Background: an optimization exercise with open tools, aiming at small area. Do not read the settings as production practice. At most, simulation tests tie the RTL to the original design; equivalence was not proved. Power and IR drop assume default switching activity.

Setup of oak:
// controller
module controller(
input clk,
input SW,
input rst,
input rxd,
output reg txd,
output [7:0] LD
);
reg [6:0] div;
wire tick = (div == 7'b1110001);
wire txd_1;
wire txd_2;
always @(posedge clk)
    if (rst)
        div <= 7'b1110001;
    else
        div <= {div[5:0], div[6] ^ div[5] ^ tick};
echo_mode echo(
    .clk(clk),
    .ce(tick),
    .rst(rst),
    .SW(SW),
    .rxd(rxd),
    .word(LD),
    .txd(txd_1)
);
message_mode msg(
    .clk(clk),
    .ce(tick),
    .rst(rst),
    .SW(SW),
    .txd(txd_2)
);
always @(posedge clk)
    if (rst)
        txd <= 1'b1;
    else
        txd <= SW ? txd_2 : txd_1;
endmodule
For scale: roughly 370 cells after synthesis, about 72 flip-flops, roughly 13 I/O pins, about 3600 um^2 of cells after synthesis.
clock: 10.0 ns
lec_check: 0
abc_area: 1
cap_margin: 20
core_margin: 2
core_utilization: 40
slew_margin: 20
standard.sh (not shown) runs the stock make flow with config.mk's settings and CLKGATE_MAP_FILE= SYNTH_SCRIPT=/design/flow/synth_recipe.tcl, a recipe that flattens the netlist after the stock synthesis.
==> flow/flow/run.sh <==
#!/bin/bash
# Standard ORFS layout (the standard.sh, standard synthesis unchanged) with
# clock tree synthesis told not to add dummy loads and small port buffers.
set -euo pipefail
export CTS_ARGS="-sink_clustering_enable -repair_clock_nets -dont_use_dummy_load"
export BUFFER_PORTS_ARGS="-buffer_cell sky130_fd_sc_hd__buf_1"
bash standard.sh > standard.log 2>&1
The inputs of pine differ from those of oak as listed below.
==> flow/run.sh (new file) <==
#!/bin/bash
# synth_recipe.tcl (not shown) runs the flow's synth.tcl, then flattens the netlist and writes it again
# the make line also repeats each setting of config.mk as NAME=value (left out here)
make -C /OpenROAD-flow-scripts/flow DESIGN_CONFIG=/design/flow/config.mk WORK_HOME=/design/flow/orfs CLKGATE_MAP_FILE= SYNTH_SCRIPT=/design/flow/synth_recipe.tcl finish
removed: flow/flow/run.sh
removed: flow/standard.sh
Notes after the runs:
- pine closes out successfully: all stages finished, all timing, DRC and antenna checks passed.
- pine reports a lower non-clock buffer count than oak does.
- pine ended up with a higher met3 capacity usage during global routing than oak did.
- Higher worst slack at placement among pine and oak: oak
No functional check of the RTL was part of any run of this note.

========
Setup of run 1:
The RTL this note starts from:
==> flow/design.v <==
`timescale 1ns / 1ps
module recieve(
input rxd,
input clk,
input ce,
input rst,
output reg [7:0] word,
output word_on_line);
reg [7:0] shift;
reg [3:0] state;
assign word_on_line = (state == 4'd9);
always @(posedge clk)
    if (ce)
        begin
            if (rst)
                state <= 4'd15;
            else if (state[3] == 1'b0)
                state <= state + 4'd1;
            else if (state == 4'd8)
                state <= rxd ? 4'd9 : 4'd8;
            else
                state <= rxd ? 4'd15 : 4'd0;
        end
always @(posedge clk)
    if (ce && state[3] == 1'b0)
        shift <= {rxd, shift[7:1]};
always @(posedge clk)
    if (ce)
        begin
            if (rst)
                word <= 8'd0;
            else if (state == 4'd8 && rxd)
                word <= shift;
        end
endmodule
`timescale 1ns / 1ps
module transmit(
input clk,
input ce,
input rst,
input connection_status,
output transmit_ready,
output last_step,
output start_bit,
output data_bit,
output [2:0] bit_index
);
reg [4:0] state;
assign transmit_ready = (state == 5'd4);
assign last_step = (state == 5'd28);
assign start_bit = (state == 5'd7);
assign data_bit = (state[4:3] == 2'b01);
assign bit_index = state[2:0];
always @(posedge clk)
    if (ce)
        begin
            if (rst || !connection_status || last_step)
                state <= 5'd4;
            else
                state <= state + 5'd1;
        end
endmodule
`timescale 1ns / 1ps
module echo_mode(
input clk,
input ce,
input rst,
input SW,
input rxd,
output txd,
output [7:0] word
);
reg connection_status;
reg [9:0] counter;
reg [7:0] data;
wire word_on_line;
wire transmit_ready;
wire start_bit;
wire data_bit;
wire [2:0] bit_index;
recieve rx (
    .rxd(rxd),
    .clk(clk),
    .ce(ce),
    .rst(rst),
    .word(word),
    .word_on_line(word_on_line)
);
transmit tx (
    .clk(clk),
    .ce(ce),
    .rst(rst),
    .connection_status(connection_status),
    .transmit_ready(transmit_ready),
    .last_step(),
    .start_bit(start_bit),
    .data_bit(data_bit),
    .bit_index(bit_index)
);
assign txd = !(start_bit || (data_bit && !data[bit_index]));
always @(posedge clk)
    if (ce && transmit_ready && connection_status)
        data <= word;
always @(posedge clk)
    if (ce)
        begin
            if (rst)
                connection_status <= 1'b0;
            else if (!SW)
                begin
                    if (word_on_line)
                        connection_status <= 1'b1;
                    else if (transmit_ready && counter[9:1] != 9'd0)
                        connection_status <= 1'b0;
                end
        end
always @(posedge clk)
    if (ce && !rst && !SW)
        counter <= word_on_line ? 10'd1 : {counter[8:0], counter[9] ^ counter[6] ^ (counter[8:0] == 9'd0)};
endmodule
`timescale 1ns / 1ps
module message_mode(
input clk,
input ce,
input rst,
input SW,
output txd
);
reg [9:0] hi;
reg [3:0] lo;
reg adv;
wire transmit_ready;
wire start_bit;
wire data_bit;
wire last_step;
wire [2:0] bit_index;
wire at_end = (hi == 10'b1111010000) && (lo == 4'd8);      
wire connection_status = (hi == 10'd0) && (lo != 4'd0) && (lo <= 4'd13);
wire step = SW && (transmit_ready || at_end);
transmit tx (
    .clk(clk),
    .ce(ce),
    .rst(rst),
    .connection_status(connection_status),
    .transmit_ready(transmit_ready),
    .last_step(last_step),
    .start_bit(start_bit),
    .data_bit(data_bit),
    .bit_index(bit_index)
);
reg rom;
always @*
    case ({lo, bit_index})
        7'b0001011: rom = 1'b1;
        7'b0001101: rom = 1'b1;
        7'b0001110: rom = 1'b1;
        7'b0010000: rom = 1'b1;
        7'b0010010: rom = 1'b1;
        7'b0010101: rom = 1'b1;
        7'b0010110: rom = 1'b1;
        7'b0011010: rom = 1'b1;
        7'b0011011: rom = 1'b1;
        7'b0011101: rom = 1'b1;
        7'b0011110: rom = 1'b1;
        7'b0100010: rom = 1'b1;
        7'b0100011: rom = 1'b1;
        7'b0100101: rom = 1'b1;
        7'b0100110: rom = 1'b1;
        7'b0101000: rom = 1'b1;
        7'b0101001: rom = 1'b1;
        7'b0101010: rom = 1'b1;
        7'b0101011: rom = 1'b1;
        7'b0101101: rom = 1'b1;
        7'b0101110: rom = 1'b1;
        7'b0110101: rom = 1'b1;
        7'b0111000: rom = 1'b1;
        7'b0111001: rom = 1'b1;
        7'b0111010: rom = 1'b1;
        7'b0111100: rom = 1'b1;
        7'b0111101: rom = 1'b1;
        7'b0111110: rom = 1'b1;
        7'b1000000: rom = 1'b1;
        7'b1000001: rom = 1'b1;
        7'b1000010: rom = 1'b1;
        7'b1000011: rom = 1'b1;
        7'b1000101: rom = 1'b1;
        7'b1000110: rom = 1'b1;
        7'b1001001: rom = 1'b1;
        7'b1001100: rom = 1'b1;
        7'b1001101: rom = 1'b1;
        7'b1001110: rom = 1'b1;
        7'b1010010: rom = 1'b1;
        7'b1010011: rom = 1'b1;
        7'b1010101: rom = 1'b1;
        7'b1010110: rom = 1'b1;
        7'b1011010: rom = 1'b1;
        7'b1011101: rom = 1'b1;
        7'b1011110: rom = 1'b1;
        7'b1100000: rom = 1'b1;
        7'b1100101: rom = 1'b1;
        default: rom = 1'b0;
    endcase
assign txd = !(start_bit || (data_bit && !rom));
always @(posedge clk)
    if (ce && transmit_ready && connection_status)
        adv <= SW;
wire load_defer = transmit_ready && connection_status && (lo != 4'd13);
always @(posedge clk)
    if (ce)
        begin
            if (rst)
                lo <= (SW && transmit_ready) ? 4'd1 : 4'd0;
            else if (SW && at_end)
                lo <= 4'd0;
            else if ((SW && transmit_ready && !load_defer) || (last_step && adv))
                lo <= lo + 4'd1;
        end
always @(posedge clk)
    if (ce)
        begin
            if (rst)
                hi <= 10'd0;
            else if (step && (lo == 4'd15 || at_end))
                hi <= at_end ? 10'd0 : {hi[8:0], ~(hi[9] ^ hi[6])};
        end
endmodule
`timescale 1ns / 1ps
module controller(
input clk,
input SW,
input rst,
input rxd,
output reg txd,
output [7:0] LD
);
reg [6:0] div;
wire tick = (div == 7'b1110001);
wire txd_1;
wire txd_2;
always @(posedge clk)
    if (rst)
        div <= 7'b1110001;
    else
        div <= {div[5:0], div[6] ^ div[5] ^ tick};
echo_mode echo(
    .clk(clk),
    .ce(tick),
    .rst(rst),
    .SW(SW),
    .rxd(rxd),
    .word(LD),
    .txd(txd_1)
);
message_mode msg(
    .clk(clk),
    .ce(tick),
    .rst(rst),
    .SW(SW),
    .txd(txd_2)
);
always @(posedge clk)
    if (rst)
        txd <= 1'b1;
    else
        txd <= SW ? txd_2 : txd_1;
endmodule
make LEC_CHECK=0 ABC_AREA=1 CAP_MARGIN=20 CORE_MARGIN=2 CORE_UTILIZATION=40 SLEW_MARGIN=20 finish   # period 10.0 ns
run.sh (not shown) runs the stock make flow with config.mk's settings and CLKGATE_MAP_FILE= SYNTH_SCRIPT=/design/flow/synth_recipe.tcl, a recipe that flattens the netlist after the stock synthesis.
Stock flow here: none of the scripts above is used.
Looking at the reports, run 1 completed the entire flow and the layout it produced met the timing, DRC and antenna checks.
### run 1 -> run 2
==> flow/flow/run.sh (new file) <==
#!/bin/bash
# Standard ORFS layout (the standard.sh, standard synthesis unchanged) with
# clock tree synthesis told not to add dummy loads and small port buffers.
set -euo pipefail
export CTS_ARGS="-sink_clustering_enable -repair_clock_nets -dont_use_dummy_load"
export BUFFER_PORTS_ARGS="-buffer_cell sky130_fd_sc_hd__buf_1"
bash standard.sh > standard.log 2>&1
==> flow/standard.sh (new file) <==
#!/bin/bash
# synth_recipe.tcl (not shown) runs the flow's synth.tcl, then flattens the netlist and writes it again
# the make line also repeats each setting of config.mk as NAME=value (left out here)
make -C /OpenROAD-flow-scripts/flow DESIGN_CONFIG=/design/flow/config.mk WORK_HOME=/design/flow/orfs CLKGATE_MAP_FILE= SYNTH_SCRIPT=/design/flow/synth_recipe.tcl "${@:-finish}"
removed: flow/run.sh
### Flow results
| wire length | run 2 vs run 1 | ≈ equal |. Run 2: relative area change from synthesis to final layout lower than run 1. In run 2, the minimum period implied by the final worst setup slack came out 150 ps below the value in run 1. Compared with run 1, in run 2 die area flat, first-pass GRT wire length down about 1.2%, proportion of power drawn by combinational gates up 0.3 points.

==> port drivers added, routing unchanged <==
In the flow no input, the clock included, has a driving cell. The finished layouts below were timed again as built, in two steps. Step 1 assumes that a clkbuf_16 drives the clock port and a buf_2 every other input. Step 2, shift: input delay + t, output delay - t, t = (earliest + latest rising clock arrival at the registers) / 2. This alone moves slack from input paths to output paths. Slacks: ideal / step 1 / step 2; pairs: ideal / step 1.
run | shift t [ns] | slack for setup (ns) | latest minus earliest clock arrival (ns) | worst register clock-pin slew, ns | pins driven straight from the clock port
oak | 0.358 | 6.414 / 6.419 / 6.061 | 0.015 / 0.014 | 0.07 / 0.07 | 1
pine | 0.366 | 5.657 / 5.652 / 5.286 | 0.008 / 0.008 | 0.08 / 0.08 | 1
run 1 | 0.364 | 5.670 / 5.669 / 5.305 | 0.007 / 0.008 | 0.08 / 0.08 | 1
run 2 | 0.357 | 5.822 / 5.820 / 5.464 | 0.031 / 0.031 | 0.08 / 0.08 | 1
After both steps every run listed still meets setup and hold. The setup slack of pine, which loses most, moves by -0.005 ns with the drivers and by -0.371 ns with both steps.
